Source: an optimization exercise on an open RTL-to-GDS flow (aim: small area and a short achievable clock period). Production flows keep margins and buffers that such runs may drop. Function was checked by simulation only, so behaviour that the tests miss may differ from the original. Power is estimated from default activity; no workload was simulated.

## mips_pipe
module mips_pipe(
	input clk,
	input rst_n,
	input [6:0] sw,
	input buttonpress,
	output [6:0] imem_addr,
	input [31:0] imem_rdata,
	output dmem_we,
	output dmem_re,
	output [4:0] dmem_addr,
	output [31:0] dmem_wdata,
	input [31:0] dmem_rdata,
	output [31:0] smg_data,
	output [7:0] led
);
localparam [3:0] OT_R   = 4'd0;   
localparam [3:0] OT_SH  = 4'd1;   
localparam [3:0] OT_CL  = 4'd2;   
localparam [3:0] OT_AI  = 4'd3;   
localparam [3:0] OT_LI  = 4'd4;   
localparam [3:0] OT_LU  = 4'd5;   
localparam [3:0] OT_JR  = 4'd6;   
localparam [3:0] OT_J   = 4'd7;   
localparam [3:0] OT_BR  = 4'd8;   
localparam [3:0] OT_LW  = 4'd9;   
localparam [3:0] OT_SW  = 4'd10;  
localparam [3:0] OT_ER  = 4'd11;  
localparam [3:0] OT_SC  = 4'd12;  
localparam [3:0] OT_NOP = 4'd13;  
reg [6:0] pc_if;
reg [6:0] pc_id;
reg to_syscall, to_button, has_int, start_int, int_id, resetflag;
reg [8:0] count;
reg [6:0] int_pc;
reg [3:0] hold_ot;
reg [4:0] op;
reg [4:0] ra1, ra2, ra3;
reg two_bubble;
reg bubble_two;
reg [31:0] sel_a, sel_b;  
reg [15:0] tp_lo;        
reg tp_hi;
reg imm_sel;
reg [6:0] tgt;           
reg ex_valid, ex_ld, ex_st, ex_br, ex_jr, ex_j, ex_sc;
reg sa_ex, sa_wbd, sa_wbl, sb_ex, sb_wbd, sb_wbl;
reg [31:0] alu_out;
reg [31:0] xm_sw;
reg [4:0] xm_rd;
reg xm_valid, xm_ld, xm_st;
reg [31:0] mw_data;
reg mw_isld;
reg [4:0] mw_rd;
reg mw_valid;
reg [31:0] rf [0:31];
reg [31:0] rfv;
reg [31:0] smg;
reg [7:0] led_r;
assign imem_addr = pc_if;
assign dmem_we = xm_st;
assign dmem_re = xm_ld;
assign dmem_addr = alu_out[6:2];
assign dmem_wdata = xm_sw;
assign smg_data = smg;
assign led = led_r;
wire [31:0] ir = imem_rdata;
wire [31:0] outdata = mw_isld ? dmem_rdata : mw_data;
reg [3:0] d_ot;
reg [4:0] d_op;
always @(*) begin
	d_ot = hold_ot;
	d_op = op;
	if (ir == 32'h0) begin
		d_ot = OT_NOP;
		d_op = 5'h0;
	end else if (ir == 32'h4200_0018) begin
		d_ot = OT_ER;
	end else if (ir == 32'h0000_000C) begin
		d_ot = OT_SC;
		d_op = 5'h12;
	end else begin
		case (ir[31:26])
		6'h00: begin
			if (ir[5:0] == 6'b001000) begin d_ot = OT_JR; d_op = 5'h12; end
  ...
Size in the first run: ~5,300 cells after synthesis, about 1,400 flip-flops, about 160 I/O pins.
==> flow/config.mk <==
export PLATFORM = sky130hd
export DESIGN_NAME = mips_pipe
export DESIGN_NICKNAME = mips_pipe
export VERILOG_FILES = /design/flow/design.v
export SDC_FILE = /design/flow/constraint.sdc
export NUM_CORES = 4
export LEC_CHECK = 0
export CAP_MARGIN = 20
export CORE_MARGIN = 2
export CORE_UTILIZATION = 55
export CTS_BUF_LIST = sky130_fd_sc_hd__clkbuf_8
export CTS_CLUSTER_SIZE = 30
export PLACE_DENSITY = 0.65
export SETUP_SLACK_MARGIN = 5
export SLEW_MARGIN = 20
==> flow/constraint.sdc <==
create_clock -name core_clock -period 11.0 [get_ports {clk}]
set_input_delay 2.2000 -clock core_clock [delete_from_list [all_inputs] [get_ports {clk}]]
set_output_delay 2.2000 -clock core_clock [all_outputs]
set_load 0.01 [all_outputs]
standard.sh (not shown) runs the stock make flow with config.mk's settings and CLKGATE_MAP_FILE= SYNTH_SCRIPT=/design/flow/synth_recipe.tcl, a recipe that flattens the netlist after the stock synthesis.
==> flow/flow/run.sh <==
#!/bin/bash
set -euo pipefail
bash standard.sh SETUP_SLACK_MARGIN=6 finish > flow_make.log 2>&1
Change:
==> flow/flow/run.sh (replaced) <==
#!/bin/bash
# The standard layout (standard.sh: standard synthesis, floorplan, place, CTS, route),
# with these changes only:
set -euo pipefail
bash standard.sh SETUP_SLACK_MARGIN=6 MAX_REPAIR_ANTENNAS_ITER_DRT=10 \
  POST_GLOBAL_ROUTE_TCL="$PWD/flow/grt_post.tcl" finish > flow_make.log 2>&1
==> flow/flow/grt_post.tcl (new file) <==
# After the standard global-route antenna repair: one more diode pass that also treats
# nets within 20% of the antenna ratio limits as violating, so that detailed routing is
# less likely to leave a violation behind.
repair_antennas -ratio_margin 20 -iterations 3
check_placement -verbose
check_antennas -report_file $::env(REPORTS_DIR)/grt_antennas_margin.log
- CORE_UTILIZATION: 55 -> 60
- CTS_CLUSTER_DIAMETER: unset -> 100
- CTS_CLUSTER_SIZE: 30 -> 12
- PLACE_DENSITY: 0.65 -> 0.7
After rerunning:
- The changed run finished clean
- hold slack gains 12 ps
- routed wire length fell by 2.7%
- design area decreases by 2.3%
- global-route usage rises by 3.1 points
- first-iteration DRC count came out higher by 11%
- setup slack gains 18 ps
- fmax went up by 0.34%
- count of clock-buffer cells in the layout fell by 134
- clock power falls by 34%
- register-to-register slack improved by 20 ps
- via count rises by 0.60%

========
== alpha ==
Starting RTL as in the previous note.
clock: 11.0 ns
lec_check: 0
cap_margin: 20
core_margin: 2
core_utilization: 55
cts_buf_list: sky130_fd_sc_hd__clkbuf_8
cts_cluster_size: 30
place_density: 0.65
setup_slack_margin: 5
slew_margin: 20
==> flow/flow/run.sh <==
#!/bin/bash
# The standard layout (standard.sh: standard synthesis, floorplan, place, CTS, route),
# with these changes only:
set -euo pipefail
bash standard.sh SETUP_SLACK_MARGIN=6 MAX_REPAIR_ANTENNAS_ITER_DRT=10 \
  POST_GLOBAL_ROUTE_TCL="$PWD/flow/grt_post.tcl" finish > flow_make.log 2>&1
==> flow/flow/grt_post.tcl <==
# After the standard global-route antenna repair: one more diode pass that also treats
# nets within 20% of the antenna ratio limits as violating, so that detailed routing is
# less likely to leave a violation behind.
repair_antennas -ratio_margin 20 -iterations 3
check_placement -verbose
check_antennas -report_file $::env(REPORTS_DIR)/grt_antennas_margin.log
Inputs modified between alpha and beta:
Settings: PLACE_DENSITY now 0.55, was 0.65; CORE_UTILIZATION now 40, was 55.
==> flow/run.sh (new file) <==
#!/bin/bash
# synth_recipe.tcl (not shown) runs the flow's synth.tcl, then flattens the netlist and writes it again
# the make line also repeats each setting of config.mk as NAME=value (left out here)
make -C /OpenROAD-flow-scripts/flow DESIGN_CONFIG=/design/flow/config.mk WORK_HOME=/design/flow/orfs CLKGATE_MAP_FILE= SYNTH_SCRIPT=/design/flow/synth_recipe.tcl finish
removed: flow/flow/run.sh
removed: flow/flow/grt_post.tcl
removed: flow/standard.sh
Results
The flow did not stop early for alpha: all stages ran, and the layout cleared the timing, DRC and antenna checks. Final checks on beta, whose flow otherwise completed, came back failing, citing antenna violations. Comparing alpha and beta, the higher worst stage delay on the critical path is on alpha. In the metrics for alpha and beta, the one carrying the lower measured slew at the worst slew-check pin is beta. Changes observed in beta relative to alpha: first-iteration DRC count went down 1845, sequential fraction of total cell area climbed 1.5 points, data-path buffer share of cell area in the final layout shows a reduction of 1.1 points. On final period demand of the worst path, the higher figure sits with beta, not alpha.

separate check: timing with driven ports:
No port has a modelled driver above. Below, the same layouts with a new extraction and two added sets of constraints. Step 1 assumes that a clkbuf_16 drives the clock port and a buf_2 every other input. Step 2, shift: input delay + t, output delay - t, t = (earliest + latest rising clock arrival at the registers) / 2. This alone moves slack from input paths to output paths. a / b / c = no drivers / after step 1 / after step 2; a / b = the first two.
| run | shift t [ns] | setup slack, ns | worst hold slack (ns) | latest minus earliest clock arrival (ns) | slew at the worst register clock pin (ns) |
|---|---|---|---|---|---|
| the first run of note 1 | 1.050 | 5.539 / 5.539 / 4.697 | 0.345 / 0.345 / 0.345 | 0.068 / 0.069 | 0.07 / 0.07 |
| the second run of note 1 | 0.974 | 5.557 / 5.557 / 4.747 | 0.356 / 0.356 / 0.356 | 0.057 / 0.057 | 0.11 / 0.11 |
| alpha | 1.054 | 5.571 / 5.571 / 4.738 | 0.348 / 0.348 / 0.348 | 0.066 / 0.065 | 0.07 / 0.07 |
| beta | 1.099 | 4.997 / 5.046 / 3.947 | 0.361 / 0.361 / 0.361 | 0.099 / 0.099 | 0.08 / 0.08 |
For beta, which loses most, drivers alone change the setup slack by +0.049 ns; drivers and shift together by -1.050 ns.
